Context: an optimization exercise on an open-source flow, tuned for small area. The choices shown serve that exercise and are no tape-out recipe.
The RTL was checked by simulation tests, not by an equivalence proof against the original design.
No driver is modelled on the clock port, so clocking that relies on it looks cheaper here than on a real chip.
Power figures rest on the tool's default switching activity, not on a simulated workload.

`flow/run.sh`:
```
#!/bin/bash
# Layout flow: the standard flow (standard.sh) with three changes:
#  1. after the standard synthesis, the full adder cells' polarities are chosen
#     to need fewer inverters (flow/fapol.py), then the logic between the
#     registers is re-mapped by ABC for area (flow/post.tcl); registers, adder
#     cells and tie cells are kept. The new netlist is used only if Yosys proves
#     it equivalent to the standard one (flow/eq.tcl);
#  2. ports are buffered with buf_1 instead of clkdlybuf4s50_1;
#  3. the clock tree uses clkbuf_8 and no dummy loads.
# Each tool's output goes to its own log file in this folder.
set -uo pipefail
R=$PWD/orfs/results/sky130hd/mtd_backend/base
YOSYS=$(command -v yosys || echo /OpenROAD-flow-scripts/tools/install/yosys/bin/yosys)
export BUFFER_PORTS_ARGS="-buffer_cell sky130_fd_sc_hd__buf_1"
export CTS_ARGS="-repair_clock_nets -dont_use_dummy_load -root_buf sky130_fd_sc_hd__clkbuf_16 -buf_list {sky130_fd_sc_hd__clkbuf_4 sky130_fd_sc_hd__clkbuf_8}"

bash standard.sh "$R/1_2_yosys.v" > std_synth.log 2>&1 || exit 1
cp "$R/1_2_yosys.v" std_1_2_yosys.v

export POST_LIB=$FLOW_HOME/platforms/sky130hd/lib/sky130_fd_sc_hd__tt_025C_1v80.lib
export POST_DONT_USE=$PWD/flow/dont_use.txt
export POST_ABC=$PWD/flow/post.abc
export POST_OUT=$PWD/post_1_2_yosys.v
if python3 flow/fapol.py std_1_2_yosys.v fapol_1_2_yosys.v > fapol.log 2>&1; then
    export POST_IN=$PWD/fapol_1_2_yosys.v
else
    export POST_IN=$PWD/std_1_2_yosys.v
fi
if "$YOSYS" -c flow/post.tcl > post.log 2>&1 && POST_IN=$PWD/std_1_2_yosys.v "$YOSYS" -c flow/eq.tcl > eq.log 2>&1; then
    cp post_1_2_yosys.v "$R/1_2_yosys.v"
    touch "$R/1_2_yosys.v"
    echo "re-mapped netlist used" > post_status.txt
else
    echo "re-mapped netlist not used" > post_status.txt
fi

bash standard.sh > std_flow.log 2>&1
```
`flow/dont_use.txt`:
```
sky130_fd_sc_hd__lpflow_bleeder_1
sky130_fd_sc_hd__lpflow_clkbufkapwr_1
sky130_fd_sc_hd__lpflow_clkbufkapwr_16
sky130_fd_sc_hd__lpflow_clkbufkapwr_2
sky130_fd_sc_hd__lpflow_clkbufkapwr_4
sky130_fd_sc_hd__lpflow_clkbufkapwr_8
sky130_fd_sc_hd__lpflow_clkinvkapwr_1
sky130_fd_sc_hd__lpflow_clkinvkapwr_16
sky130_fd_sc_hd__lpflow_clkinvkapwr_2
sky130_fd_sc_hd__lpflow_clkinvkapwr_4
sky130_fd_sc_hd__lpflow_clkinvkapwr_8
sky130_fd_sc_hd__lpflow_decapkapwr_12
sky130_fd_sc_hd__lpflow_decapkapwr_3
sky130_fd_sc_hd__lpflow_decapkapwr_4
sky130_fd_sc_hd__lpflow_decapkapwr_6
sky130_fd_sc_hd__lpflow_decapkapwr_8
sky130_fd_sc_hd__lpflow_inputiso0n_1
sky130_fd_sc_hd__lpflow_inputiso0p_1
sky130_fd_sc_hd__lpflow_inputiso1n_1
sky130_fd_sc_hd__lpflow_inputiso1p_1
sky130_fd_sc_hd__lpflow_inputisolatch_1
sky130_fd_sc_hd__lpflow_isobufsrc_1
sky130_fd_sc_hd__lpflow_isobufsrc_16
sky130_fd_sc_hd__lpflow_isobufsrc_2
sky130_fd_sc_hd__lpflow_isobufsrc_4
sky130_fd_sc_hd__lpflow_isobufsrc_8
sky130_fd_sc_hd__lpflow_isobufsrckapwr_16
sky130_fd_sc_hd__lpflow_lsbuf_lh_hl_isowell_tap_1
sky130_fd_sc_hd__lpflow_lsbuf_lh_hl_isowell_tap_2
sky130_fd_sc_hd__lpflow_lsbuf_lh_hl_isowell_tap_4
sky130_fd_sc_hd__lpflow_lsbuf_lh_isowell_4
sky130_fd_sc_hd__lpflow_lsbuf_lh_isowell_tap_1
sky130_fd_sc_hd__lpflow_lsbuf_lh_isowell_tap_2
sky130_fd_sc_hd__lpflow_lsbuf_lh_isowell_tap_4
sky130_fd_sc_hd__probe_p_8
sky130_fd_sc_hd__probec_p_8
```
`flow/eq.tcl`:
```
# Prove the re-mapped netlist equivalent to the standard one (same registers).
yosys read_liberty -ignore_miss_func -ignore_miss_dir $::env(POST_LIB)
yosys read_verilog $::env(POST_IN)
yosys rename $::env(FLOW_TOP) gold
yosys read_verilog $::env(POST_OUT)
yosys rename $::env(FLOW_TOP) gate
yosys hierarchy -check
yosys flatten
yosys opt_clean
yosys async2sync
yosys equiv_make gold gate equiv
yosys hierarchy -top equiv
yosys equiv_simple -seq 1
yosys equiv_induct -seq 1
yosys equiv_status -assert
```
`flow/fapol.py`:
```
#!/usr/bin/env python3
"""Choose the output polarity of each full-adder cell (a full adder with all
inputs and outputs inverted is still a full adder) so that as few inverters as
possible sit between adder cells, registers and other fixed cells. Inverters
feeding the remaining gates are left for ABC to absorb.
usage: fapol.py in.v out.v"""
import re, sys, random

src = open(sys.argv[1]).read()
m = re.search(r'module\s+(\w+)\s*\((.*?)\);(.*)endmodule', src, re.S)
top, body = m.group(1), m.group(3)
inst_re = re.compile(r'^\s*(sky130_fd_sc_hd__\w+)\s+(\S+)\s*\((.*?)\);\s*$', re.S | re.M)
pin_re = re.compile(r'\.(\w+)\(\s*(.*?)\s*\)\s*(?:,|$)', re.S)
OUTP = {'X', 'Y', 'Q', 'Q_N', 'SUM', 'COUT', 'HI', 'LO'}

insts = []
for mm in inst_re.finditer(body):
    t, n, p = mm.group(1), mm.group(2), mm.group(3)
    pins = [(a, b.strip()) for a, b in pin_re.findall(p)]
    insts.append([t, n, pins])
rest = inst_re.sub('', body)

def kind(t):
    if re.search(r'__(clk)?inv_\d+$', t): return 'inv'
    if '__fa_' in t: return 'fa'
    if re.search(r'__(ha_|df|edf|sdf|dl|conb)', t): return 'fixed'
    return 'gate'

drv = {}
for i, (t, n, pins) in enumerate(insts):
    for a, b in pins:
        if a in OUTP: drv[b] = (i, a)

# logical signal of a net: (base net, polarity), looking through inverters
memo = {}
def logical(net):
    if net in memo: return memo[net]
    d = drv.get(net)
    if d and kind(insts[d[0]][0]) == 'inv':
        b, q = logical(dict(insts[d[0]][2])['A'])
        r = (b, q ^ 1)
    else:
        r = (net, 0)
    memo[net] = r
    return r

# outputs of the module that are driven through inverters: keep them as they are
ports_out = set(re.findall(r'output\s+(?:\[[^\]]*\]\s*)?(\w+)', body))
fa_of = {}        # base net -> fa index
for i, (t, n, pins) in enumerate(insts):
    if kind(t) == 'fa':
        for a, b in pins:
            if a in ('SUM', 'COUT'): fa_of[b] = i

# consumers: (inst, pin, base, pol, fixed?)
cons = []
for i, (t, n, pins) in enumerate(insts):
    k = kind(t)
    if k == 'inv': continue
    for a, b in pins:
        if a in OUTP: continue
        if b.startswith("1'") or b == '': continue
        base, q = logical(b)
        cons.append((i, a, base, q, k in ('fa', 'fixed')))
need = {}
for i, a, base, q, fixed in cons:
    need.setdefault(base, []).append((i, q, fixed))
port_nets = {}
for pn in ports_out:
    port_nets[pn] = logical(pn)

fas = [i for i, x in enumerate(insts) if kind(x[0]) == 'fa']
def cost(flip):
    c = 0
    for base, lst in need.items():
        f = fa_of.get(base)
        phys = flip.get(f, 0) if f is not None else None
        pols = set()
        for i, q, fixed in lst:
            if kind(insts[i][0]) == 'fa' and flip.get(i, 0): q ^= 1
            if fixed: pols.add(q)
        if phys is None:
            d = drv.get(base)
            if d is None or kind(insts[d[0]][0]) != 'gate':
                phys = 0
        if phys is None:
            c += 1 if len(pols) == 2 else 0
        else:
            c += 1 if (phys ^ 1) in pols else 0
    return c

best = {i: 0 for i in fas}
bc = cost(best)
base_cost = bc
random.seed(1)
for rnd in range(20):
    cur = dict(best) if rnd == 0 else {i: random.randint(0, 1) for i in fas}
    cc = cost(cur)
    improved = True
    while improved:
        improved = False
        for i in fas:
            cur[i] ^= 1
            c2 = cost(cur)
            if c2 < cc:
                cc = c2; improved = True
            else:
                cur[i] ^= 1
    if cc < bc:
        bc, best = cc, dict(cur)
print(f"fapol: fixed-cell inverters {base_cost} -> {bc}, flipped {sum(best.values())} of {len(fas)} adders", file=sys.stderr)

# rebuild the netlist
phys_pol = {}
for base in need:
    f = fa_of.get(base)
    phys_pol[base] = best.get(f, 0) if f is not None else 0
new_insts = []
inv_net = {}
extra_wires = []
phys_name = {}
for base, p in phys_pol.items():
    if p:
        phys_name[base] = f"_fapol_f{len(phys_name)}_"
        extra_wires.append(phys_name[base])
def get_net(base, q):
    p = phys_pol.get(base, 0)
    if q == p: return phys_name.get(base, base)
    if base not in inv_net:
        nn = f"_fapol_n{len(inv_net)}_"
        inv_net[base] = nn
        extra_wires.append(nn)
        new_insts.append(['sky130_fd_sc_hd__inv_1', f"_fapol_i{len(inv_net)}_", [('A', phys_name.get(base, base)), ('Y', nn)]])
    return inv_net[base]
for i, (t, n, pins) in enumerate(insts):
    k = kind(t)
    if k == 'inv': continue
    newpins = []
    for a, b in pins:
        if a in OUTP:
            newpins.append((a, phys_name.get(b, b) if k == 'fa' else b)); continue
        if b.startswith("1'") or b == '':
            newpins.append((a, b)); continue
        base, q = logical(b)
        if k == 'fa' and best.get(i, 0): q ^= 1
        newpins.append((a, get_net(base, q)))
    if k != 'fixed':
        n = f"_fapol_c{i}_"     # new names: pins of re-wired cells must not pair with the old ones
    new_insts.append([t, n, newpins])
# module output ports driven through inverters
for pn, (base, q) in port_nets.items():
    if base != pn or q != 0:
        src_net = get_net(base, q) if not (base == pn) else None
        new_insts.append(['sky130_fd_sc_hd__buf_1', f"_fapol_o_{pn}_", [('A', src_net), ('X', pn)]])
# a flipped adder drives its output net with the inverted value: nets keep names,
# their logical meaning is recorded by phys_pol, all consumers were re-resolved above.
out = [f"module {top}({m.group(2)});", rest.rstrip()]
for w in extra_wires:
    out.append(f"  wire {w};")
for t, n, pins in new_insts:
    out.append(f"  {t} {n} (" + ", ".join(f".{a}({b} )" for a, b in pins) + ");")
out.append("endmodule")
open(sys.argv[2], 'w').write("\n".join(out) + "\n")
```
`flow/post.abc`:
```
strash
&get -n
&deepsyn -T 10
&put
dch -f
&get -n
&nf -a -R 1000
&put
topo
```
`flow/post.tcl`:
```
# Re-map the combinational logic of the standard synthesis netlist for area.
# Registers, full/half adder cells and tie cells are kept as they are.
yosys read_liberty -ignore_miss_func -ignore_miss_dir $::env(POST_LIB)
yosys read_verilog $::env(POST_IN)
yosys hierarchy -top $::env(FLOW_TOP)
yosys setattr -mod -set keep_hierarchy 1 sky130_fd_sc_hd__df* sky130_fd_sc_hd__edf* sky130_fd_sc_hd__fa_* sky130_fd_sc_hd__ha_* sky130_fd_sc_hd__conb_*
yosys flatten
yosys opt -purge
set du {}
foreach c [split [string trim [read [open $::env(POST_DONT_USE)]]] "\n"] { lappend du -dont_use $c }
yosys abc -liberty $::env(POST_LIB) {*}$du -script $::env(POST_ABC)
yosys opt_clean -purge
yosys stat -liberty $::env(POST_LIB)
yosys select $::env(FLOW_TOP)
yosys write_verilog -noattr -selected $::env(POST_OUT)
```
`standard.sh`:
```
#!/bin/bash
# synth_recipe.tcl (not shown) runs the flow's synth.tcl, then flattens the netlist and writes it again
# the make line also repeats each setting of config.mk as NAME=value (left out here)
make -C /OpenROAD-flow-scripts/flow DESIGN_CONFIG=/design/flow/config.mk WORK_HOME=/design/flow/orfs CLKGATE_MAP_FILE= SYNTH_SCRIPT=/design/flow/synth_recipe.tcl "${@:-finish}"
```
`config.mk`:
```
export PLATFORM = sky130hd
export DESIGN_NAME = mtd_backend
export DESIGN_NICKNAME = mtd_backend
export VERILOG_FILES = /design/flow/design.v
export SDC_FILE = /design/flow/constraint.sdc
export NUM_CORES = 4
export LEC_CHECK = 0
export ABC_AREA = 1
export CAP_MARGIN = 20
export CORE_MARGIN = 2
export CORE_UTILIZATION = 40
export SLEW_MARGIN = 20
```
`constraint.sdc`:
```
create_clock -name core_clock -period 37.0 [get_ports {clk_i}]
set_input_delay 7.4000 -clock core_clock [delete_from_list [all_inputs] [get_ports {clk_i}]]
set_output_delay 7.4000 -clock core_clock [all_outputs]
set_load 0.01 [all_outputs]
```
`design.v`:
```
module fft_wrapper(
    input  [11:0] idx,
    input         opd,
    input  [7:0]  xk_re,
    input  [7:0]  xk_im,
    output [15:0] amp_o,         
    output        amp_vaild_o,   
    output        amp_nz_o       
);
amp_sq u_amp_sq(.re(xk_re), .im(xk_im), .a(amp_o));
assign amp_vaild_o = opd & ~idx[11];
assign amp_nz_o    = (|idx[10:4]) | (idx[3] & (idx[2] | (idx[1] & idx[0])));
endmodule
module amp_sq(input [7:0] re, input [7:0] im, output [15:0] a);
wire p1 = re[0];
wire p2 = im[0];
wire p3 = (re[1] & ~re[0]);
wire p4 = (im[1] & ~im[0]);
wire p5 = (re[0] & re[2]);
wire p6 = (re[1] & re[0]);
wire p7 = (im[0] & im[2]);
wire p8 = (im[1] & im[0]);
wire p9 = (re[0] & re[3]);
wire p10 = (re[2] & ~re[1]);
wire p11 = (im[0] & im[3]);
wire p12 = (im[2] & ~im[1]);
wire p13 = (re[0] & re[4]);
wire p14 = (re[1] & re[3]);
wire p15 = (re[2] & re[1]);
wire p16 = (im[0] & im[4]);
wire p17 = (im[1] & im[3]);
wire p18 = (im[2] & im[1]);
wire p19 = (re[0] & re[5]);
wire p20 = (re[1] & re[4]);
wire p21 = (re[3] & ~re[2]);
wire p22 = (im[0] & im[5]);
wire p23 = (im[1] & im[4]);
wire p24 = (im[3] & ~im[2]);
wire p25 = (re[0] & re[6]);
wire p26 = (re[1] & re[5]);
wire p27 = (re[2] & re[4]);
wire p28 = (re[3] & re[2]);
wire p29 = (im[0] & im[6]);
wire p30 = (im[1] & im[5]);
wire p31 = (im[2] & im[4]);
wire p32 = (im[3] & im[2]);
wire p33 = (re[1] & re[6]);
wire p34 = (re[2] & re[5]);
wire p35 = (re[4] & ~re[3]);
wire p36 = (re[7] & ~re[0]);
wire p37 = re[7];
wire p38 = (im[1] & im[6]);
wire p39 = (im[2] & im[5]);
wire p40 = (im[4] & ~im[3]);
wire p41 = (im[7] & ~im[0]);
wire p42 = im[7];
wire p43 = (re[2] & re[6]);
wire p44 = (re[3] & re[5]);
wire p45 = (re[4] & re[3]);
wire p46 = (re[7] & ~re[1]);
wire p47 = (im[2] & im[6]);
wire p48 = (im[3] & im[5]);
wire p49 = (im[4] & im[3]);
wire p50 = (im[7] & ~im[1]);
wire p51 = (re[3] & re[6]);
wire p52 = (re[5] & ~re[4]);
wire p53 = (re[7] & ~re[2]);
wire p54 = (im[3] & im[6]);
wire p55 = (im[5] & ~im[4]);
wire p56 = (im[7] & ~im[2]);
wire p57 = (re[4] & re[6]);
wire p58 = (re[5] & re[4]);
wire p59 = (re[7] & ~re[3]);
wire p60 = (im[4] & im[6]);
wire p61 = (im[5] & im[4]);
wire p62 = (im[7] & ~im[3]);
wire p63 = (re[6] & ~re[5]);
wire p64 = (re[7] & ~re[4]);
wire p65 = (im[6] & ~im[5]);
wire p66 = (im[7] & ~im[4]);
wire p67 = (re[6] & re[5]);
wire p68 = (re[7] & ~re[5]);
wire p69 = (im[6] & im[5]);
wire p70 = (im[7] & ~im[5]);
wire p71 = (re[7] & ~re[6]);
wire p72 = re[7];
wire p73 = (im[7] & ~im[6]);
wire p74 = im[7];
wire p75 = re[7];
wire p76 = im[7];
wire s77 = p33 ^ p34;
wire c78 = p33 & p34;
wire s79 = p25 ^ p26 ^ p27;
wire c80 = (p25 & p26) | (p25 & p27) | (p26 & p27);
wire s81 = p35 ^ p36 ^ p37;
wire c82 = (p35 & p36) | (p35 & p37) | (p36 & p37);
wire s83 = p38 ^ p39 ^ p40;
wire c84 = (p38 & p39) | (p38 & p40) | (p39 & p40);
wire s85 = p43 ^ p44 ^ p45;
wire c86 = (p43 & p44) | (p43 & p45) | (p44 & p45);
wire s87 = p46 ^ p47 ^ p48;
wire c88 = (p46 & p47) | (p46 & p48) | (p47 & p48);
wire s89 = p49 ^ p50;
wire c90 = p49 & p50;
wire s91 = p51 ^ p52 ^ p53;
wire c92 = (p51 & p52) | (p51 & p53) | (p52 & p53);
wire s93 = p54 ^ p55;
wire c94 = p54 & p55;
wire s95 = p57 ^ p58 ^ p59;
wire c96 = (p57 & p58) | (p57 & p59) | (p58 & p59);
wire s97 = p13 ^ p14 ^ p15;
wire c98 = (p13 & p14) | (p13 & p15) | (p14 & p15);
wire s99 = p19 ^ p20 ^ p21;
wire c100 = (p19 & p20) | (p19 & p21) | (p20 & p21);
wire s101 = p22 ^ p23;
wire c102 = p22 & p23;
wire s103 = p28 ^ p29 ^ p30;
wire c104 = (p28 & p29) | (p28 & p30) | (p29 & p30);
wire s105 = p31 ^ p32 ^ s79;
wire c106 = (p31 & p32) | (p31 & s79) | (p32 & s79);
wire s107 = p41 ^ p42 ^ s77;
wire c108 = (p41 & p42) | (p41 & s77) | (p42 & s77);
wire s109 = c80 ^ s81 ^ s83;
wire c110 = (c80 & s81) | (c80 & s83) | (s81 & s83);
wire s111 = c78 ^ c82 ^ c84;
wire c112 = (c78 & c82) | (c78 & c84) | (c82 & c84);
wire s113 = s85 ^ s87 ^ s89;
wire c114 = (s85 & s87) | (s85 & s89) | (s87 & s89);
wire s115 = p56 ^ c86 ^ c88;
wire c116 = (p56 & c86) | (p56 & c88) | (c86 & c88);
wire s117 = c90 ^ s91 ^ s93;
wire c118 = (c90 & s91) | (c90 & s93) | (s91 & s93);
wire s119 = p60 ^ p61 ^ p62;
wire c120 = (p60 & p61) | (p60 & p62) | (p61 & p62);
wire s121 = c92 ^ c94 ^ s95;
wire c122 = (c92 & c94) | (c92 & s95) | (c94 & s95);
wire s123 = p63 ^ p64 ^ p65;
wire c124 = (p63 & p64) | (p63 & p65) | (p64 & p65);
wire s125 = p66 ^ c96;
wire c126 = p66 & c96;
wire s127 = p67 ^ p68 ^ p69;
wire c128 = (p67 & p68) | (p67 & p69) | (p68 & p69);
wire s129 = p71 ^ p72;
wire c130 = p71 & p72;
wire s131 = p5 ^ p6;
wire c132 = p5 & p6;
wire s133 = p9 ^ p10 ^ p11;
wire c134 = (p9 & p10) | (p9 & p11) | (p10 & p11);
wire s135 = p16 ^ p17 ^ p18;
wire c136 = (p16 & p17) | (p16 & p18) | (p17 & p18);
wire s137 = p24 ^ c98 ^ s99;
wire c138 = (p24 & c98) | (p24 & s99) | (c98 & s99);
wire s139 = c100 ^ c102 ^ s103;
wire c140 = (c100 & c102) | (c100 & s103) | (c102 & s103);
wire s141 = c104 ^ c106 ^ s107;
wire c142 = (c104 & c106) | (c104 & s107) | (c106 & s107);
wire s143 = c108 ^ c110 ^ s111;
wire c144 = (c108 & c110) | (c108 & s111) | (c110 & s111);
wire s145 = c112 ^ c114 ^ s115;
wire c146 = (c112 & c114) | (c112 & s115) | (c114 & s115);
wire s147 = c116 ^ c118 ^ s119;
wire c148 = (c116 & c118) | (c116 & s119) | (c118 & s119);
wire s149 = c120 ^ c122 ^ s123;
wire c150 = (c120 & c122) | (c120 & s123) | (c122 & s123);
wire s151 = p70 ^ c124 ^ c126;
wire c152 = (p70 & c124) | (p70 & c126) | (c124 & c126);
wire s153 = p73 ^ p74 ^ c128;
wire c154 = (p73 & p74) | (p73 & c128) | (p74 & c128);
wire s155 = p75 ^ p76;
wire c156 = p75 & p76;
wire s157 = p7 ^ p8;
wire c158 = p7 & p8;
wire s159 = p12 ^ c132 ^ s133;
wire c160 = (p12 & c132) | (p12 & s133) | (c132 & s133);
wire s161 = s97 ^ c134 ^ s135;
wire c162 = (s97 & c134) | (s97 & s135) | (c134 & s135);
wire s163 = s101 ^ c136 ^ s137;
wire c164 = (s101 & c136) | (s101 & s137) | (c136 & s137);
wire s165 = s105 ^ c138 ^ s139;
wire c166 = (s105 & c138) | (s105 & s139) | (c138 & s139);
wire s167 = s109 ^ c140 ^ s141;
wire c168 = (s109 & c140) | (s109 & s141) | (c140 & s141);
wire s169 = s113 ^ c142 ^ s143;
wire c170 = (s113 & c142) | (s113 & s143) | (c142 & s143);
wire s171 = s117 ^ c144 ^ s145;
wire c172 = (s117 & c144) | (s117 & s145) | (c144 & s145);
wire s173 = s121 ^ c146 ^ s147;
wire c174 = (s121 & c146) | (s121 & s147) | (c146 & s147);
wire s175 = s125 ^ c148 ^ s149;
wire c176 = (s125 & c148) | (s125 & s149) | (c148 & s149);
wire s177 = s127 ^ c150 ^ s151;
wire c178 = (s127 & c150) | (s127 & s151) | (c150 & s151);
wire s179 = s129 ^ c152 ^ s153;
wire c180 = (s129 & c152) | (s129 & s153) | (c152 & s153);
wire s181 = c130 ^ c154 ^ s155;
wire c182 = (c130 & c154) | (c130 & s155) | (c154 & s155);
wire s183 = p1 ^ p2;
wire c184 = p1 & p2;
wire s185 = p3 ^ p4;
wire c186 = p3 & p4;
wire s187 = s131 ^ s157 ^ c186;
wire c188 = (s131 & s157) | (s131 & c186) | (s157 & c186);
wire s189 = c158 ^ s159 ^ c188;
wire c190 = (c158 & s159) | (c158 & c188) | (s159 & c188);
wire s191 = c160 ^ s161 ^ c190;
wire c192 = (c160 & s161) | (c160 & c190) | (s161 & c190);
wire s193 = c162 ^ s163 ^ c192;
wire c194 = (c162 & s163) | (c162 & c192) | (s163 & c192);
wire s195 = c164 ^ s165 ^ c194;
wire c196 = (c164 & s165) | (c164 & c194) | (s165 & c194);
wire s197 = c166 ^ s167 ^ c196;
wire c198 = (c166 & s167) | (c166 & c196) | (s167 & c196);
wire s199 = c168 ^ s169 ^ c198;
wire c200 = (c168 & s169) | (c168 & c198) | (s169 & c198);
wire s201 = c170 ^ s171 ^ c200;
wire c202 = (c170 & s171) | (c170 & c200) | (s171 & c200);
wire s203 = c172 ^ s173 ^ c202;
wire c204 = (c172 & s173) | (c172 & c202) | (s173 & c202);
wire s205 = c174 ^ s175 ^ c204;
wire c206 = (c174 & s175) | (c174 & c204) | (s175 & c204);
wire s207 = c176 ^ s177 ^ c206;
wire c208 = (c176 & s177) | (c176 & c206) | (s177 & c206);
wire s209 = c178 ^ s179 ^ c208;
wire c210 = (c178 & s179) | (c178 & c208) | (s179 & c208);
wire s211 = c180 ^ s181 ^ c210;
wire c212 = (c180 & s181) | (c180 & c210) | (s181 & c210);
assign a = {s211, s209, s207, s205, s203, s201, s199, s197, s195, s193, s191, s189, s187, s185, c184, s183};
endmodule
module fault_detect(
    input         clk_i,
    input         rst_n_i,
    input  [15:0] amp_i,
    input         amp_vaild_i,
    input         amp_nz_i,
    output reg    fault_detected_o,
    output reg    vaild_o
);
localparam [10:0] LO = 11'd1620, HI = 11'd1761;
reg [2:0]  vh;        
reg [10:0] pos;       
reg [15:0] max_amp;
reg        max_inb;   
reg gt;
integer i;
always @(*) begin
    gt = 1'b0;
    for (i = 0; i < 16; i = i + 1)
        gt = (amp_i[i] & ~max_amp[i]) | (~(amp_i[i] ^ max_amp[i]) & gt);
end
reg [10:0] pos_inc;
reg        c;
always @(*) begin
    c = 1'b1;
    for (i = 0; i < 11; i = i + 1) begin
        pos_inc[i] = pos[i] ^ c;
        c = c & pos[i];
    end
end
wire dec      = vh[2] & ~vh[1];      
wire dec_next = vh[1] & ~vh[0];      
wire upd      = amp_vaild_i & amp_nz_i & gt;
reg ge_lo, le_hi;
always @(*) begin
    ge_lo = 1'b1;
    le_hi = 1'b1;
    for (i = 0; i < 11; i = i + 1) begin
        ge_lo = (pos[i] & ~LO[i]) | (~(pos[i] ^ LO[i]) & ge_lo);
        le_hi = (~pos[i] & HI[i]) | (~(pos[i] ^ HI[i]) & le_hi);
    end
end
wire inb = ge_lo & le_hi;
always @(posedge clk_i or negedge rst_n_i) begin
    if (!rst_n_i) begin
        vh <= 3'd0;
        pos <= 11'd0;
        max_amp <= 16'd0;
        max_inb <= 1'b0;
        vaild_o <= 1'b0;
        fault_detected_o <= 1'b0;
    end else begin
        vh <= {vh[1:0], amp_vaild_i};
        pos <= amp_vaild_i ? pos_inc : 11'd0;
        if (dec) begin
            max_amp <= 16'd0;
            max_inb <= 1'b0;
        end else if (upd) begin
            max_amp <= amp_i;
            if (!dec_next)
                max_inb <= inb;
        end
        vaild_o <= dec;
        fault_detected_o <= dec & ~max_inb;
    end
end
endmodule
module fault_detect_top(
    input        clk_i,
    input        rst_n_i,
    input        opd,
    input [11:0] idx,
    input [7:0]  xk_re,
    input [7:0]  xk_im,
    output       fault_detected_o,
    output       vaild_o
);
wire [15:0] amp;
wire        amp_vld;
wire        amp_nz;
fft_wrapper u_fft_wrapper(
    .opd(opd),
    .idx(idx),
    .xk_re(xk_re),
    .xk_im(xk_im),
    .amp_o(amp),
    .amp_vaild_o(amp_vld),
    .amp_nz_o(amp_nz)
);
fault_detect u_fault_detect(
    .clk_i(clk_i),
    .rst_n_i(rst_n_i),
    .amp_i(amp),
    .amp_vaild_i(amp_vld),
    .amp_nz_i(amp_nz),
    .fault_detected_o(fault_detected_o),
    .vaild_o(vaild_o)
);
endmodule
module motor_ctrl(
    input       clk_i,
    input       rst_n_i,
    input       left_i,      
    input       right_i,     
    output reg  pwm_o
);
localparam [19:0] P_22500  = 20'h907FB;
localparam [19:0] P_40500  = 20'h2F337;
localparam [19:0] P_58500  = 20'hB7227;
localparam [19:0] P_539999 = 20'hCA6F5;
localparam [23:0] D_END    = 24'h650431;    
reg [19:0] pc;
reg [1:0]  zone;         
reg [1:0]  duty;         
reg [23:0] dc;
wire p_end = (pc == P_539999);
wire d_end = (dc == D_END);
always @(posedge clk_i or negedge rst_n_i) begin
    if (!rst_n_i) begin
        pc <= 20'd0;
        zone <= 2'd3;
        duty <= 2'd0;
        dc <= 24'd0;
        pwm_o <= 1'b0;
    end else begin
        pc <= p_end ? 20'd0 : {pc[18:0], ~(pc[19] ^ pc[16])};
        if (pc == 20'd0)
            zone <= 2'd0;
        else if (pc == P_22500)
            zone <= 2'd1;
        else if (pc == P_40500)
            zone <= 2'd2;
        else if (pc == P_58500)
            zone <= 2'd3;
        if (left_i)
            duty <= 2'd1;
        else if (right_i)
            duty <= 2'd2;
        else if (d_end)
            duty <= 2'd0;
        if (left_i | right_i)
            dc <= 24'd1;
        else if (d_end)
            dc <= 24'd0;
        else
            dc <= {dc[22:0], dc[23] ^ dc[22] ^ dc[21] ^ dc[16]};
        pwm_o <= duty[0] ? (zone == 2'd0) :
                 duty[1] ? (zone != 2'd3) : ~zone[1];
    end
end
endmodule
module uart_send(
    input              sys_clk,
    input              sys_rst_n,
    input              start_i,        
    input              halt_i,         
    input              load_i,         
    input       [7:0]  uart_din,       
    output reg  [11:0] ph_o,
    output reg  [3:0]  txc_o,
    output reg         uart_txd
);
localparam [11:0] C_2637 = 12'hC30;    
localparam [11:0] C_2811 = 12'hCAC;    
wire stop    = (txc_o == 4'd15);
wire bit_end = (ph_o == C_2811) & ~stop;
wire tx_end  = (txc_o == 4'd9) & (ph_o == C_2637);
wire clr     = start_i | halt_i | bit_end | tx_end | stop;
always @(posedge sys_clk) begin
    if (load_i)
        ph_o <= 12'h007;
    else if (clr)
        ph_o <= 12'd0;
    else
        ph_o <= {ph_o[10:0], ~(ph_o[11] ^ ph_o[10] ^ ph_o[9] ^ ph_o[3])};
end
always @(posedge sys_clk or negedge sys_rst_n) begin
    if (!sys_rst_n) begin
        txc_o <= 4'd15;
        uart_txd <= 1'b1;
    end else begin
        if (start_i)
            txc_o <= 4'd0;
        else if (halt_i)
            txc_o <= 4'd15;
        else if (load_i | tx_end)
            txc_o <= 4'd14;
        else if (bit_end)
            txc_o <= {txc_o[3:1] ^ {txc_o[2] & txc_o[1] & txc_o[0], txc_o[1] & txc_o[0], txc_o[0]}, ~txc_o[0]};
        case (txc_o)
            4'd0: uart_txd <= 1'b0;
            4'd1: uart_txd <= uart_din[0];
            4'd2: uart_txd <= uart_din[1];
            4'd3: uart_txd <= uart_din[2];
            4'd4: uart_txd <= uart_din[3];
            4'd5: uart_txd <= uart_din[4];
            4'd6: uart_txd <= uart_din[5];
            4'd7: uart_txd <= uart_din[6];
            4'd8: uart_txd <= uart_din[7];
            default: uart_txd <= 1'b1;
        endcase
    end
end
endmodule
module uart_screen_ctrl(
    input       clk_i,
    input       rst_n_i,
    input       good_i,          
    input       bad_i,           
    output      uart_tx
);
localparam IDLE = 3'd0, GTXT = 3'd1, GCNT = 3'd2, BTXT = 3'd3,
           BCNT = 3'd4, TTXT = 3'd5, TCNT = 3'd6, ENDT = 3'd7;
reg [2:0] state;
reg [7:0] cnt;
reg       fin;           
reg [3:0] digit;         
reg [3:0] g_one, g_ten, b_one, b_ten, t_one, t_ten;    
wire [11:0] ph;          
wire [3:0]  txc;         
wire        gap  = (txc == 4'd14);
wire        stop = (txc == 4'd15);
wire s1 = gap & ph[0] & ~ph[1];
wire s2 = gap & ph[1] & ~ph[2];
wire s3 = gap & ph[2] & ~ph[3];
wire s4 = gap & ph[3] & ~ph[4];
wire s6 = gap & ph[5] & ~ph[6];
wire s7 = gap & ph[6] & ~ph[7];
function [3:0] inc4(input [3:0] x);
    inc4 = {x[3] ^ (x[2] & x[1] & x[0]), x[2] ^ (x[1] & x[0]), x[1] ^ x[0], ~x[0]};
endfunction
function [7:0] bcd_inc(input [3:0] ten, input [3:0] one);
    if (one == 4'd9)
        bcd_inc = {(ten == 4'd9) ? 4'd0 : inc4(ten), 4'd0};
    else
        bcd_inc = {ten, inc4(one)};
endfunction
always @(posedge clk_i or negedge rst_n_i) begin
    if (!rst_n_i) begin
        {g_ten, g_one} <= 8'd0;
        {b_ten, b_one} <= 8'd0;
        {t_ten, t_one} <= 8'd0;
    end else begin
        if (good_i)
            {g_ten, g_one} <= bcd_inc(g_ten, g_one);
        if (bad_i)
            {b_ten, b_one} <= bcd_inc(b_ten, b_one);
        if (good_i | bad_i)
            {t_ten, t_one} <= bcd_inc(t_ten, t_one);
    end
end
reg [7:0] cnt_inc;
reg       ci;
integer   i;
always @(*) begin
    ci = 1'b1;
    for (i = 0; i < 8; i = i + 1) begin
        cnt_inc[i] = cnt[i] ^ ci;
        ci = ci & cnt[i];
    end
end
wire is_g   = (state == GCNT);
wire is_b   = (state == BCNT);
wire is_cnt = is_g | is_b | (state == TCNT);
wire [3:0] c_ten = is_g ? g_ten : is_b ? b_ten : t_ten;
wire [3:0] c_one = is_g ? g_one : is_b ? b_one : t_one;
wire       two   = (c_ten != 4'd0);
reg [7:0] last_n;
always @(*) begin
    case (state)
        GTXT, BTXT, TTXT: last_n = 8'd29;
        ENDT:             last_n = 8'd16;
        default:          last_n = two ? 8'd2 : 8'd1;
    endcase
end
wire last = (cnt == last_n);
reg [2:0] state_nx;
always @(*) begin
    case (state)
        GTXT:    state_nx = GCNT;
        GCNT:    state_nx = TTXT;
        BTXT:    state_nx = BCNT;
        BCNT:    state_nx = TTXT;
        TTXT:    state_nx = TCNT;
        TCNT:    state_nx = ENDT;
        default: state_nx = IDLE;
    endcase
end
wire idle    = (state == IDLE);
wire restart = idle & (good_i | bad_i) & (stop | s3);    
wire wrap    = s1 & ~last & (&cnt);                      
wire halt    = wrap | (s3 & fin & idle & ~restart);
wire start   = fin ? s7 : s4;
wire latch   = fin ? s6 : s3;
wire [3:0] code = two ? ((cnt == 8'd1) ? c_ten : (cnt == 8'd2) ? c_one : 4'hF)
                      : ((cnt == 8'd1) ? c_one : 4'hF);
always @(posedge clk_i or negedge rst_n_i) begin
    if (!rst_n_i)
        state <= IDLE;
    else if (restart)
        state <= good_i ? GTXT : BTXT;
    else if (s2 & fin)
        state <= state_nx;
end
always @(posedge clk_i) begin
    if (restart)
        cnt <= 8'd1;
    else if (s2 & fin)
        cnt <= (state_nx == TTXT || state_nx == ENDT) ? 8'd14 : 8'd1;
    else if (s1 & ~last)
        cnt <= cnt_inc;
    if (restart & stop)
        fin <= 1'b1;
    else if (s1)
        fin <= last;
end
always @(posedge clk_i) begin
    if (latch)
        digit <= code;
end
reg [7:0] txt;
always @(*) begin
    case (cnt[4:0])
        5'd1:  txt = 8'h74;
        5'd2:  txt = 8'h32;
        5'd3:  txt = 8'h2E;
        5'd4:  txt = 8'h74;
        5'd5:  txt = 8'h78;
        5'd6:  txt = 8'h74;
        5'd7:  txt = 8'h3D;
        5'd8:  txt = 8'h22;
        5'd9:  txt = (state == GTXT) ? 8'hC1 : 8'hB4;
        5'd10: txt = (state == GTXT) ? 8'hBC : 8'hCE;
        5'd11: txt = 8'hC6;
        5'd12: txt = 8'hB7;
        5'd13: txt = 8'h22;
        5'd14: txt = 8'hFF;
        5'd15: txt = 8'hFF;
        5'd16: txt = 8'hFF;
        5'd17: txt = 8'h70;
        5'd18: txt = 8'h61;
        5'd19: txt = 8'h67;
        5'd20: txt = 8'h65;
        5'd21: txt = 8'h33;
        5'd22: txt = 8'h2E;
        5'd23: txt = 8'h6E;
        5'd24: txt = (state == GTXT) ? 8'h37 : (state == BTXT) ? 8'h38 : 8'h36;
        5'd25: txt = 8'h2E;
        5'd26: txt = 8'h76;
        5'd27: txt = 8'h61;
        5'd28: txt = 8'h6C;
        5'd29: txt = 8'h3D;
        default: txt = 8'h00;
    endcase
    if (is_cnt)
        txt = (digit == 4'hF) ? 8'h00 : {4'h3, digit};
end
uart_send u_uart_send(
    .sys_clk(clk_i),
    .sys_rst_n(rst_n_i),
    .start_i(start),
    .halt_i(halt),
    .load_i(restart & stop),
    .uart_din(txt),
    .ph_o(ph),
    .txc_o(txc),
    .uart_txd(uart_tx)
);
endmodule
module mtd_backend(
    input           clk_i,
    input           rst_n_i,
    input           infrared_key,
    input           fft_opd,
    input  [11:0]   fft_idx,
    input  [7:0]    fft_xk_re,
    input  [7:0]    fft_xk_im,
    output reg      fault_detect_led,
    output          motor_pwm,
    output          uart_tx_o
);
wire dec_vld;    
wire dec_bad;    
reg  good_pulse, bad_pulse;
reg  good_d, bad_d;
always @(posedge clk_i or negedge rst_n_i) begin
    if (!rst_n_i)
        fault_detect_led <= 1'b1;
    else if (!infrared_key)
        fault_detect_led <= 1'b1;
    else if (dec_vld)
        fault_detect_led <= ~dec_bad;
end
always @(posedge clk_i or negedge rst_n_i) begin
    if (!rst_n_i) begin
        good_pulse <= 1'b0;
        bad_pulse  <= 1'b0;
        good_d     <= 1'b0;
        bad_d      <= 1'b0;
    end else begin
        good_pulse <= dec_vld & ~dec_bad;
        bad_pulse  <= dec_vld & dec_bad;
        good_d     <= good_pulse;
        bad_d      <= bad_pulse;
    end
end
fault_detect_top u_fault_detect_top(
    .clk_i(clk_i),
    .rst_n_i(rst_n_i),
    .opd(fft_opd),
    .idx(fft_idx),
    .xk_re(fft_xk_re),
    .xk_im(fft_xk_im),
    .fault_detected_o(dec_bad),
    .vaild_o(dec_vld)
);
motor_ctrl u_motor_ctrl(
    .clk_i(clk_i),
    .rst_n_i(rst_n_i),
    .left_i(good_d),
    .right_i(bad_d),
    .pwm_o(motor_pwm)
);
uart_screen_ctrl u_uart_screen_ctrl(
    .clk_i(clk_i),
    .rst_n_i(rst_n_i),
    .good_i(good_d),
    .bad_i(bad_d),
    .uart_tx(uart_tx_o)
);
endmodule
```
==> results by group, run 1 <==
Run status
  – Outcome: complete, no violations

Placed design
  – Port Buf Inserts: 34
  – Post-DP HPWL: 12.06 mm
  – Routability congestion estimate: 0.8546
  – Placed Area: 8864 um^2

STA
  – Final setup violation count: 0
  – Max frequency: 66.87 MHz
  – Actual slew at the worst max-slew pin: 948.7 ps
  – Clock skew: 15.05 ps
  – Unrepaired setup endpoints after global routing: no
  – TNS Setup: 0 ps
  – Period utilization: 0.4042
  – Final hold vios: 0
  – Fin crit period: 14950 ps
  – Slew HR: 0.3617
  – Fin. max-slew vios: 0

Finish
  – Post-route cell area: 9120 um^2
  – # diodes: 0
  – Commonest non-fill, non-tap cells in the layout: 111 x dfrtp_1, 84 x and2_0, 61 x nor2_1, 59 x nand2_1, 51 x fa_1
  – Leading cell type in the layout, fill and taps excluded: dfrtp_1
  – Nets: 984
  – Post-layout util: 0.4478
  – Synth-to-Final Area Change: 8.840%
  – Share of layout cells above drive strength 1: 0.03647
  – Fillers: 1984

Die
  – Full die area: 22120 um^2
  – Total core area: 20360 um^2
  – Initial Utilization: 0.4115
  – # rows: 52
  – DIE HEIGHT: 148.7 um
  – Number of top-level pins: 35
  – Chip width: 148.7 um

Clock network
  – Reg clk slew, reported paths: 70 ps
  – H-tree Lvls: 4
  – Root buffer cell: clkbuf_16
  – # Post-CTS Setup Buffers: 0
  – TritonCTS sink count: 144
  – Worst-Skew Late Latency: 360 ps
  – Maximum clock insertion buffer count: 2
  – # hold bufs at CTS: 0
  – CTS Buf Count: 17
  – Post_cts resized: 0
  – TritonCTS clock tree: done

Power
  – Pwr per Cell Area: 45.71 nW/um^2
  – Peak VDD IR: 0.04697 mV
  – Leakage: 3.959 nW

Global routing
  – Grt ovf: 0
  – Vias in the first global route: 6007
  – Global-route wire length before repair: 28.90 mm
  – Largest net degree at the start of global routing: 80
  – GRT Util Overall: 0.1611
  – Initial antenna violation count: 0

Route
  – # DRC: 0
  – Vias per cell: 5.279
  – Final ANT Viol Nets: 0
  – 1st-pass router iterations: 6
  – Per-cell routed wire length: 14.46 um
  – WL final: 16.20 mm
  – Vias: 5912
  – DR iter-0 viols: 352

Worst setup path
  – Worst Setup Path Type: input port to flip-flop
  – Crit path capture type: flip-flop
  – Critical Path AT: 15190 ps
  – CP Launch Type: input port
  – CP max FO: 17
  – Worst EP required: 37240 ps

Synth
  – Post-synthesis cell area: 8379 um^2
  – Yosys warnings: 5
  – Mapped Cells: 797
  – Synthesized area per cell: 10.51 um^2
  – Syn Nets: 929

Worst hold path
  – Worst hold path class: flip-flop to flip-flop

Job
  – # Max-Cap Violations: 0
-- layer usage --
metal / vias up / global-route usage / wire (um)
met5: - / 0 / 0
li1: 2917 / - / -
met1: 2892 / 0.2249 / 7780
met4: 0 / 0.05000 / 208
met2: 89 / 0.2569 / 7756
met3: 14 / 0.02997 / 451
-- registers in the layout (all words and copies together), names as in the netlist, 2 cells and up --
name                                       flops
u_uart_screen_ctrl.t_one                       4
u_uart_screen_ctrl.u_uart_send.ph_o           12
u_uart_screen_ctrl.b_one                       4
u_uart_screen_ctrl.digit                       4
u_uart_screen_ctrl.t_ten                       4
u_fault_detect_top.u_fault_detect.vh           3
u_fault_detect_top.u_fault_detect.max_amp     16
u_motor_ctrl.duty                              2
u_uart_screen_ctrl.cnt                         8
u_uart_screen_ctrl.g_one                       4
u_fault_detect_top.u_fault_detect.pos         11
u_uart_screen_ctrl.state                       3
u_uart_screen_ctrl.u_uart_send.txc_o           4
u_uart_screen_ctrl.g_ten                       4
u_motor_ctrl.zone                              2
u_uart_screen_ctrl.b_ten                       4
u_motor_ctrl.pc                               20
u_motor_ctrl.dc                               24
-- where the power goes --
group	leakage [nW]	total (mW)	internal, mW	switching [mW]
registers	1.73	0.187	0.174	0.0137
logic	2.10	0.137	0.0668	0.0698
clock network	0.127	0.0931	0.0433	0.0498
total	3.96	0.417	0.284	0.133
-- layout make-up --
class / count / area (um^2) / share of cell area
clock buffer: 17 / 245.2 / 0.02689
timing repair buffer: 36 / 150.1 / 0.01646
tap: 270 / 337.8 / 0.03704
sequential: 144 / 3528 / 0.3869
multi-input combinational: 623 / 4746 / 0.5204
inverter: 30 / 112.6 / 0.01235
-- stage by stage --
step           std cells  power [mW]  hold WS (ps)  worst slack (ps)
2_1_floorplan        797      0.2906         331.2             22190
3_3_place_gp        1103      0.3245         331.8             21480
3_5_place_dp        1103      0.3293         335.8             21280
4_1_cts             1120      0.4248         347.6             21670
5_1_grt             1120      0.4561         354.4             21630
6_report            1120      0.4169         345.8             22050
-- critical path, stage by stage --
cell and delay (ps):
buf_1 280, nor2b_1 240, fa_1 450, fa_1 480
fa_1 430, fa_1 390, fa_1 380, fa_1 390
fa_1 390, fa_1 390, fa_1 390, fa_1 380
fa_1 380, fa_1 380, fa_1 380, xor2_1 200
xnor2_1 150, xor2_1 220, ha_1 260, a21oi_1 120
a311oi_1 80, nor2_2 590, a21oi_1 110, mux2_1 330
-- final timing paths --
path	endpoint	slack, ps	cells after the start	start
max in group asynchronous	u_uart_screen_ctrl.t_ten[0]$_DFFE_PN0P_	28840	2	rst_n_i
min in group asynchronous	u_fault_detect_top.u_fault_detect.max_amp[11]$_DFFE_PN0P_	7050	1	rst_n_i
setup reg to reg	u_fault_detect_top.u_fault_detect.max_inb$_DFFE_PN0P_	32710	26	u_fault_detect_top.u_fault_detect.max_amp[1]$_DFFE_PN0P_
hold / removal	good_d$_DFF_PN0_	350	0	good_pulse$_DFF_PN0_
hold reg to reg	good_d$_DFF_PN0_	350	0	good_pulse$_DFF_PN0_
setup / recovery	u_fault_detect_top.u_fault_detect.max_inb$_DFFE_PN0P_	22050	24	fft_xk_re[2]
==> inputs of run 2 (changes only) <==
--- a/flow/run.sh
+++ b/flow/run.sh
@@ -12,7 +12,7 @@
 R=$PWD/orfs/results/sky130hd/mtd_backend/base
 YOSYS=$(command -v yosys || echo /OpenROAD-flow-scripts/tools/install/yosys/bin/yosys)
 export BUFFER_PORTS_ARGS="-buffer_cell sky130_fd_sc_hd__buf_1"
-export CTS_ARGS="-repair_clock_nets -dont_use_dummy_load -root_buf sky130_fd_sc_hd__clkbuf_16 -buf_list {sky130_fd_sc_hd__clkbuf_4 sky130_fd_sc_hd__clkbuf_8}"
+export CTS_ARGS="-sink_clustering_enable -repair_clock_nets -dont_use_dummy_load -buf_list sky130_fd_sc_hd__clkbuf_8"
 
 bash standard.sh "$R/1_2_yosys.v" > std_synth.log 2>&1 || exit 1
 cp "$R/1_2_yosys.v" std_1_2_yosys.v
==> flow/post.abc (replaced) <==
strash
&get -n
&deepsyn -T 60
&put
dch -f
&get -n
&nf -a -R 1000
&put
topo
==> run 2 against run 1 <==
Compared with the run above:
- still clean on timing, DRC and antenna
- setup slack gained 86 ps
- sequential power about the same
- register-to-register slack got worse by 160 ps
- cell count up 0.98%
- maximum frequency up 0.58%
- critical path type unchanged
- critical endpoint is now u_fault_detect_top.u_fault_detect.max_amp[1]$_DFFE_PN0P_
- largest cell class unchanged
==> results by group, run 2 <==
Job
  – # Max-Cap Violations: 0 (unchanged)

Die
  – Chip width: 148.8 um (was 148.7 um)
  – Total core area: 20430 um^2 (was 20360 um^2)
  – Number of top-level pins: 35 (unchanged)
  – DIE HEIGHT: 148.8 um (was 148.7 um)
  – Full die area: 22140 um^2 (was 22120 um^2)
  – Initial Utilization: 0.4105 (was 0.4115)
  – # rows: 52 (unchanged)

Worst setup path
  – CP max FO: 16 (was 17)
  – Critical Path Most Common Cell: fa_1 (unchanged)
  – Critical path cell sequence: buf_1 -> and2_0 -> fa_1 -> fa_1 -> fa_1 -> fa_1 -> fa_1 -> fa_1 -> fa_1 -> fa_1 -> fa_1 -> fa_1 -> fa_1 -> fa_1 -> fa_1 -> xnor2_1 -> xnor2_1 -> xnor2_1 -> ha_1 -> a21oi_1 -> a311oi_1 -> and2_0 -> a22o_1 (was buf_1 -> nor2b_1 -> fa_1 -> fa_1 -> fa_1 -> fa_1 -> fa_1 -> fa_1 -> fa_1 -> fa_1 -> fa_1 -> fa_1 -> fa_1 -> fa_1 -> fa_1 -> xor2_1 -> xnor2_1 -> xor2_1 -> ha_1 -> a21oi_1 -> a311oi_1 -> nor2_2 -> a21oi_1 -> mux2_1)
  – Critical Path AT: 15230 ps (was 15190 ps)
  – WP buf/inv: 1 (unchanged)
  – Crit path max-delay family: adder cells (unchanged)
  – CP Launch Type: input port (unchanged)
  – CP max stage delay: 750 ps (was 590 ps)
  – Worst setup path startpoint: fft_xk_im[0] (was fft_xk_re[2])
  – Worst EP required: 37360 ps (was 37240 ps)
  – Critical R2R Launch: u_uart_screen_ctrl.state[0]$_DFFE_PN0P_ (was u_fault_detect_top.u_fault_detect.max_amp[1]$_DFFE_PN0P_)
  – Crit-path slowest cell: and2_0 (was nor2_2)
  – Worst Setup Path Type: input port to flip-flop (unchanged)
  – Crit path capture type: flip-flop (unchanged)

Placed design
  – Routability congestion estimate: 0.8275 (was 0.8546)
  – Port Buf Inserts: 34 (unchanged)
  – Post-DP HPWL: 11.94 mm (was 12.06 mm)

Global routing
  – Grt peak-use layer: met2 (unchanged)
  – Initial antenna violation count: 0 (unchanged)
  – Vias in the first global route: 5936 (was 6007)
  – Global-route wire length before repair: 27.83 mm (was 28.90 mm)
  – GR Layer Usage met2: 0.2465 (was 0.2569)
  – Largest net degree at the start of global routing: 76 (was 80)
  – Grt ovf: 0 (unchanged)
  – Met1 Track Usage GR: 0.2188 (was 0.2249)
  – GRT Util Overall: 0.1558 (was 0.1611)
  – Met3 Use GR: 0.03333 (was 0.02997)

Finish
  – Share of layout cells above drive strength 1: 0.03833 (was 0.03647)
  – Area of the multi-input gates: 4741 um^2 (was 4746 um^2)
  – Fillers: 1990 (was 1984)
  – Largest register FFs: 24 (unchanged)
  – Reg area: 3528 um^2 (unchanged)
  – Top flop regs: u_motor_ctrl.dc (24), u_motor_ctrl.pc (20), u_fault_detect_top.u_fault_detect.max_amp (16) (unchanged)
  – Biggest register: u_motor_ctrl.dc (unchanged)
  – Leading cell type in the layout, fill and taps excluded: dfrtp_1 (unchanged)
  – Synth-to-Final Area Change: 8.951% (was 8.840%)
  – Nets: 995 (was 984)
  – Post-layout util: 0.4473 (was 0.4478)
  – Commonest non-fill, non-tap cells in the layout: 111 x dfrtp_1, 87 x and2_0, 75 x nor2_1, 52 x nand2_1, 51 x fa_1 (was 111 x dfrtp_1, 84 x and2_0, 61 x nor2_1, 59 x nand2_1, 51 x fa_1)
  – # diodes: 0 (unchanged)

STA
  – Final setup violation count: 0 (unchanged)
  – Hold WS: 352.3 ps (was 345.8 ps)
  – Final hold vios: 0 (unchanged)
  – TNS Setup: 0 ps (unchanged)
  – Period utilization: 0.4019 (was 0.4042)
  – Fin crit period: 14870 ps (was 14950 ps)
  – Clock skew: 32.85 ps (was 15.05 ps)
  – Unrepaired setup endpoints after global routing: no (unchanged)
  – Max frequency: 67.25 MHz (was 66.87 MHz)
  – Fin. max-slew vios: 0 (unchanged)
  – Actual slew at the worst max-slew pin: 967.3 ps (was 948.7 ps)
  – Slew HR: 0.3551 (was 0.3617)

Synth
  – Synthesized area per cell: 10.43 um^2 (was 10.51 um^2)
  – Syn Nets: 936 (was 929)
  – Yosys warnings: 5 (unchanged)
  – Post-synthesis cell area: 8387 um^2 (was 8379 um^2)
  – Mapped Cells: 804 (was 797)

Power
  – Sequential share of power: 0.451 (was 0.449)
  – Switching Fraction: 0.3211 (was 0.3196)
  – Cell Int Power: 0.2825 mW (was 0.2836 mW)
  – Logic pwr share: 0.332 (was 0.327)
  – Power share of the clock group: 0.217 (was 0.223)
  – Switching pwr: 0.1336 mW (was 0.1332 mW)
  – Pwr per Cell Area: 45.54 nW/um^2 (was 45.71 nW/um^2)
  – Leakage: 3.990 nW (was 3.959 nW)
  – Peak VDD IR: 0.02065 mV (was 0.04697 mV)

Clock network
  – Worst-Skew Late Latency: 460 ps (was 360 ps)
  – H-tree Lvls: 4 (unchanged)
  – Maximum clock insertion buffer count: 2 (unchanged)
  – Post_cts resized: 0 (unchanged)
  – TritonCTS sink count: 144 (unchanged)
  – CTS Buf Count: 17 (unchanged)
  – # Post-CTS Setup Buffers: 0 (unchanged)
  – # hold bufs at CTS: 0 (unchanged)
  – Root buffer cell: clkbuf_8 (was clkbuf_16)
  – TritonCTS clock tree: done (unchanged)
  – Reg clk slew, reported paths: 60 ps (was 70 ps)

Route
  – 1st-pass router iterations: 4 (was 6)
  – Per-cell routed wire length: 14.13 um (was 14.46 um)
  – Vias: 5887 (was 5912)
  – # DRC: 0 (unchanged)
  – Vias per cell: 5.205 (was 5.279)
  – WL final: 15.98 mm (was 16.20 mm)
  – Final ANT Viol Nets: 0 (unchanged)
  – DR iter-0 viols: 273 (was 352)

Run status
  – Outcome: complete, no violations (unchanged)

Worst hold path
  – Worst Hold Launch: good_pulse$_DFF_PN0_ (unchanged)
  – Worst hold path class: flip-flop to flip-flop (unchanged)
==> run 2: area by class of cell <==
| cell class | count | share of cell area |
|---|---|---|
| tap | 270 | 0.03697 |
| inverter | 32 | 0.01315 |
| timing repair buffer | 40 | 0.01931 |
| sequential | 144 | 0.3861 |
| clock buffer | 17 | 0.02561 |
| multi-input combinational | 628 | 0.5188 |
==> run 2: layer usage <==
layer | vias up | wire [um] | share of wire
met3 | 20 | 394 | 0.025
li1 | 2920 | - | -
met2 | 67 | 7440 | 0.47
met4 | 0 | 231 | 0.014
met5 | - | 0 | 0
met1 | 2880 | 7916 | 0.50
==> run 2: power groups by stage <==
stage,logic (mW),registers [mW],clock network [mW]
after floorplan,0.109,0.187,0
after global placement,0.140,0.190,0
after detailed placement,0.142,0.190,0
after CTS,0.143,0.187,0.0939
after global routing,0.166,0.190,0.102
final,0.138,0.188,0.0904
==> run 2: per-stage QoR <==
stage | instance area (um^2) | cells | power (mW) | setup WS, ps
floorplan | 8387 | 804 | 0.2953 | 22370
global route | 9138 | 1131 | 0.4572 | 21610
CTS | 9138 | 1131 | 0.4243 | 21990
detailed placement | 8904 | 1114 | 0.3320 | 21530
global placement | 8901 | 1114 | 0.3301 | 21560
finish | 9138 | 1131 | 0.4161 | 22130
==> run 2: final timing paths <==
check	to	slack (ps)	cells after the start
max reg2reg	u_uart_screen_ctrl.u_uart_send.ph_o[3]$_SDFF_PP0_	32550	18
max	u_fault_detect_top.u_fault_detect.max_amp[1]$_DFFE_PN0P_	22130	23
min	good_d$_DFF_PN0_	350	0
min in group asynchronous	u_fault_detect_top.u_fault_detect.max_amp[15]$_DFFE_PN0P_	7220	2
min reg2reg	good_d$_DFF_PN0_	350	0
max in group asynchronous	u_motor_ctrl.zone[0]$_DFFE_PN1P_	28670	3
==> run 2: worst register-to-register path: cells and delay by family, from the launching register on <==
family                 cells  cell delay (ps)
AOI/OAI and AO/OA          4              940
buffers and inverters      3              350
and+or+nand+nor           11             2670
DFF                        1              460
==> inputs of run 3 (changes only) <==
--- a/flow/run.sh
+++ b/flow/run.sh
@@ -6,13 +6,16 @@
 #     cells and tie cells are kept. The new netlist is used only if Yosys proves
 #     it equivalent to the standard one (flow/eq.tcl);
 #  2. ports are buffered with buf_1 instead of clkdlybuf4s50_1;
-#  3. the clock tree uses clkbuf_8 and no dummy loads.
+#  3. the clock tree uses clkbuf_8 and no dummy loads; after CTS, clock buffers
+#     are downsized while every register's clock pin slew stays under 100 ps
+#     (flow/ctsdown.tcl, run by ORFS as its POST_CTS_TCL hook).
 # Each tool's output goes to its own log file in this folder.
 set -uo pipefail
 R=$PWD/orfs/results/sky130hd/mtd_backend/base
 YOSYS=$(command -v yosys || echo /OpenROAD-flow-scripts/tools/install/yosys/bin/yosys)
 export BUFFER_PORTS_ARGS="-buffer_cell sky130_fd_sc_hd__buf_1"
 export CTS_ARGS="-sink_clustering_enable -repair_clock_nets -dont_use_dummy_load -buf_list sky130_fd_sc_hd__clkbuf_8"
+export POST_CTS_TCL=$PWD/flow/ctsdown.tcl
 
 bash standard.sh "$R/1_2_yosys.v" > std_synth.log 2>&1 || exit 1
 cp "$R/1_2_yosys.v" std_1_2_yosys.v
==> flow/ctsdown.tcl (new file) <==
proc ctsdown_worst_slew {} {
  set w 0
  foreach p [get_pins -hierarchical */CLK] {
    set s [get_property $p slew_max]
    if {$s > $w} { set w $s }
  }
  return $w
}
proc ctsdown { limit } {
  set sizes {sky130_fd_sc_hd__clkbuf_2 sky130_fd_sc_hd__clkbuf_4 sky130_fd_sc_hd__clkbuf_8 sky130_fd_sc_hd__clkbuf_16}
  estimate_parasitics -placement
  set before [ctsdown_worst_slew]
  set leaves {}
  set roots {}
  foreach inst [get_cells clkbuf_*_clk_i] {
    if {[string match "clkbuf_0_*" [get_property $inst full_name]]} { lappend roots $inst } else { lappend leaves $inst }
  }
  set n 0
  foreach inst [concat $leaves $roots] {
    set idx [lsearch $sizes [get_property $inst ref_name]]
    while {$idx > 1} {
      replace_cell $inst [lindex $sizes [expr {$idx - 1}]]
      estimate_parasitics -placement
      if {[ctsdown_worst_slew] > $limit} {
        replace_cell $inst [lindex $sizes $idx]
        estimate_parasitics -placement
        break
      }
      incr n
      incr idx -1
    }
  }
  puts "ctsdown: $n clock buffers downsized, worst clock pin slew $before -> [ctsdown_worst_slew] ns"
}
ctsdown 0.100
==> run 3 against run 2 <==
Compared with the run above:
- via count shrank 0.19%
- first-iteration DRC count increased by 12%
- critical path depth stayed put
- design area decreased by 0.59%
- highest routed layer unchanged
==> results by group, run 3 <==
Run status
  – Outcome: complete, no violations (unchanged)

Worst setup path
  – Reg2reg end: u_uart_screen_ctrl.u_uart_send.ph_o[3]$_SDFF_PP0_ (unchanged)
  – Worst-case reg-to-reg path depth: 18 (unchanged)
  – CP max FO: 16 (unchanged)
  – Critical R2R Launch: u_uart_screen_ctrl.state[0]$_DFFE_PN0P_ (unchanged)
  – WP buf/inv: 1 (unchanged)
  – Worst Setup Path Type: input port to flip-flop (unchanged)
  – Critical Path AT: 15230 ps (about the same)
  – CP max stage delay: 750 ps (about the same)
  – Crit-path slowest cell: and2_0 (unchanged)
  – Critical Path Most Common Cell: fa_1 (unchanged)
  – Worst EP required: 37470 ps (was 37360 ps)
  – Crit path capture type: flip-flop (unchanged)
  – Critical path cell sequence: buf_1 -> and2_0 -> fa_1 -> fa_1 -> fa_1 -> fa_1 -> fa_1 -> fa_1 -> fa_1 -> fa_1 -> fa_1 -> fa_1 -> fa_1 -> fa_1 -> fa_1 -> xnor2_1 -> xnor2_1 -> xnor2_1 -> ha_1 -> a21oi_1 -> a311oi_1 -> and2_0 -> a22o_1 (unchanged)
  – CP Launch Type: input port (unchanged)
  – Crit path max-delay family: adder cells (unchanged)
  – Reg2Reg Setup Slack: 32510 ps (was 32550 ps)

STA
  – Actual slew at the worst max-slew pin: 971.1 ps (was 967.3 ps)
  – Fin crit period: 14750 ps (was 14870 ps)
  – Unrepaired setup endpoints after global routing: no (unchanged)
  – Slew HR: 0.3526 (was 0.3551)
  – TNS Setup: 0 ps (unchanged)
  – Final setup violation count: 0 (unchanged)
  – Fin. max-slew vios: 0 (unchanged)
  – Clock skew: 34.93 ps (was 32.85 ps)
  – Final hold vios: 0 (unchanged)
  – Period utilization: 0.3988 (was 0.4019)
  – Max frequency: 67.78 MHz (was 67.25 MHz)

Placed design
  – Port Buf Inserts: 34 (unchanged)
  – Post-DP HPWL: 11.94 mm (unchanged)
  – Routability congestion estimate: 0.8275 (unchanged)

Global routing
  – Initial antenna violation count: 1 (was 0)
  – Vias in the first global route: 5928 (was 5936)
  – GRT Util Overall: 0.1559 (was 0.1558)
  – Grt ovf: 0 (unchanged)
  – Global-route wire length before repair: 27.83 mm (about the same)
  – Largest net degree at the start of global routing: 76 (unchanged)

Finish
  – Synth-to-Final Area Change: 8.310% (was 8.951%)
  – Top flop regs: u_motor_ctrl.dc (24), u_motor_ctrl.pc (20), u_fault_detect_top.u_fault_detect.max_amp (16) (unchanged)
  – Fillers: 2000 (was 1990)
  – Share of layout cells above drive strength 1: 0.03833 (unchanged)
  – Leading cell type in the layout, fill and taps excluded: dfrtp_1 (unchanged)
  – Largest register FFs: 24 (unchanged)
  – Biggest register: u_motor_ctrl.dc (unchanged)
  – Commonest non-fill, non-tap cells in the layout: 111 x dfrtp_1, 87 x and2_0, 75 x nor2_1, 52 x nand2_1, 51 x fa_1 (unchanged)
  – Nets: 995 (unchanged)
  – Post-layout util: 0.4446 (was 0.4473)

Synth
  – Post-synthesis cell area: 8387 um^2 (unchanged)
  – Syn Nets: 936 (unchanged)
  – Yosys warnings: 5 (unchanged)
  – Synthesized area per cell: 10.43 um^2 (unchanged)
  – Mapped Cells: 804 (unchanged)

Route
  – DR iter-0 viols: 305 (was 273)
  – Vias: 5876 (was 5887)
  – WL final: 15.97 mm (was 15.98 mm)
  – 1st-pass router iterations: 4 (unchanged)
  – Final ANT Viol Nets: 0 (unchanged)
  – Vias per cell: 5.191 (was 5.205)
  – Per-cell routed wire length: 14.10 um (was 14.13 um)
  – # DRC: 0 (unchanged)

Clock network
  – TritonCTS clock tree: done (unchanged)
  – TritonCTS sink count: 144 (unchanged)
  – Worst-Skew Late Latency: 570 ps (was 460 ps)
  – Reg clk slew, reported paths: 90 ps (was 60 ps)

Worst hold path
  – Worst Hold Launch: good_pulse$_DFF_PN0_ (unchanged)
  – Worst Hold End: good_d$_DFF_PN0_ (unchanged)
  – Hold path depth: 0 (unchanged)
  – Worst hold path class: flip-flop to flip-flop (unchanged)

Die
  – Total core area: 20430 um^2 (unchanged)
  – Initial Utilization: 0.4105 (unchanged)
  – Full die area: 22140 um^2 (unchanged)
  – DIE HEIGHT: 148.8 um (unchanged)
  – # rows: 52 (unchanged)
  – Number of top-level pins: 35 (unchanged)
  – Chip width: 148.8 um (unchanged)

Power
  – Pwr per Cell Area: 44.47 nW/um^2 (was 45.54 nW/um^2)
  – Leakage: 3.967 nW (was 3.990 nW)
  – Peak VDD IR: 0.01947 mV (was 0.02065 mV)

Job
  – # Max-Cap Violations: 0 (unchanged)
==> run 3: routing by layer <==
metal	routed length [um]	vias to the layer above	share of wire	track usage
met2	7452	55	0.47	0.2470
met4	231	0	0.014	0.04000
met5	0	-	0	0
li1	-	2925	-	-
met1	7947	2875	0.50	0.2186
met3	335	21	0.021	0.03486
==> run 3: power by group <==
part | internal, mW | switching (mW) | leakage [nW] | total (mW)
Sequential | 0.174 | 0.0134 | 1.72 | 0.187
Clock | 0.0300 | 0.0484 | 0.0989 | 0.0784
Combinational | 0.0678 | 0.0703 | 2.15 | 0.138
Total | 0.272 | 0.132 | 3.97 | 0.404
==> run 3: worst max path at each step <==
| stage | cells past startpoint | to | startpoint |
|---|---|---|---|
| after global placement | 24 | u_fault_detect_top.u_fault_detect.max_inb$_DFFE_PN0P_ | fft_xk_re[3] |
| final | 23 | u_fault_detect_top.u_fault_detect.max_amp[6]$_DFFE_PN0P_ | fft_xk_im[0] |
| after global routing | 23 | u_fault_detect_top.u_fault_detect.max_amp[6]$_DFFE_PN0P_ | fft_xk_re[2] |
| after floorplan | 23 | u_fault_detect_top.u_fault_detect.max_inb$_DFFE_PN0P_ | fft_xk_re[3] |
| after detailed placement | 23 | u_fault_detect_top.u_fault_detect.max_amp[15]$_DFFE_PN0P_ | fft_xk_im[3] |
==> run 3: through the flow <==
step	instance area, um^2	hold WS, ps	instances	total power, mW	worst slack [ps]
2_1_floorplan	8387	331.2	804	0.2953	22370
3_3_place_gp	8901	332.2	1114	0.3301	21560
3_5_place_dp	8904	341.3	1114	0.3320	21530
5_1_grt	9084	365.9	1132	0.4453	21760
6_report	9084	359.2	1132	0.4039	22250
==> run 3: area by class of cell <==
cell class	instances	area, um^2	share of cell area
diodes	1	2.502	0.0002755
clock buffers	17	177.7	0.01956
inverters	32	120.1	0.01322
multi-input cells	628	4741	0.5219
flip-flops and latches	144	3528	0.3884
well taps	270	337.8	0.03719
repair buffers	40	176.4	0.01942
==> run 3: worst reg2reg max path: cells and delay by family (launching register included) <==
family	cells	cell delay (ps)
simple gates	11	2670
compound gates	4	930
flops	1	470
buf+inv	3	360

## re-timing with driven ports
The flow's constraints put no driver on any port. The routed layouts listed below were extracted and timed again, unchanged, in two steps. Step 1 (the two cells are an assumption about what drives the block):
set clk [get_ports {clk_i}]
set_driving_cell -lib_cell sky130_fd_sc_hd__clkbuf_16 $clk
set_driving_cell -lib_cell sky130_fd_sc_hd__buf_2 [delete_from_list [all_inputs] $clk]
Step 2 moves the port delays by t, midway between the first and last clock arrival at a register: inputs arrive t later, outputs are due t later. That takes back most of the time a late clock gives input paths. Slacks: ideal ports / drivers / drivers and shift; pairs: ideal ports / drivers.
run	t, ns	setup WS [ns]	latest minus earliest clock arrival (ns)	slew at the worst register clock pin (ns)	pins driven straight from the clock port
run 1	0.399	22.045 / 22.067 / 21.667	0.018 / 0.019	0.08 / 0.08	1
run 2	0.470	22.131 / 22.139 / 21.669	0.039 / 0.039	0.09 / 0.09	1
run 3	0.582	22.246 / 22.254 / 21.672	0.035 / 0.036	0.10 / 0.10	1
After both steps every run listed still meets setup and hold. For run 3, which loses most, drivers alone change the setup slack by +0.008 ns; drivers and shift together by -0.574 ns.
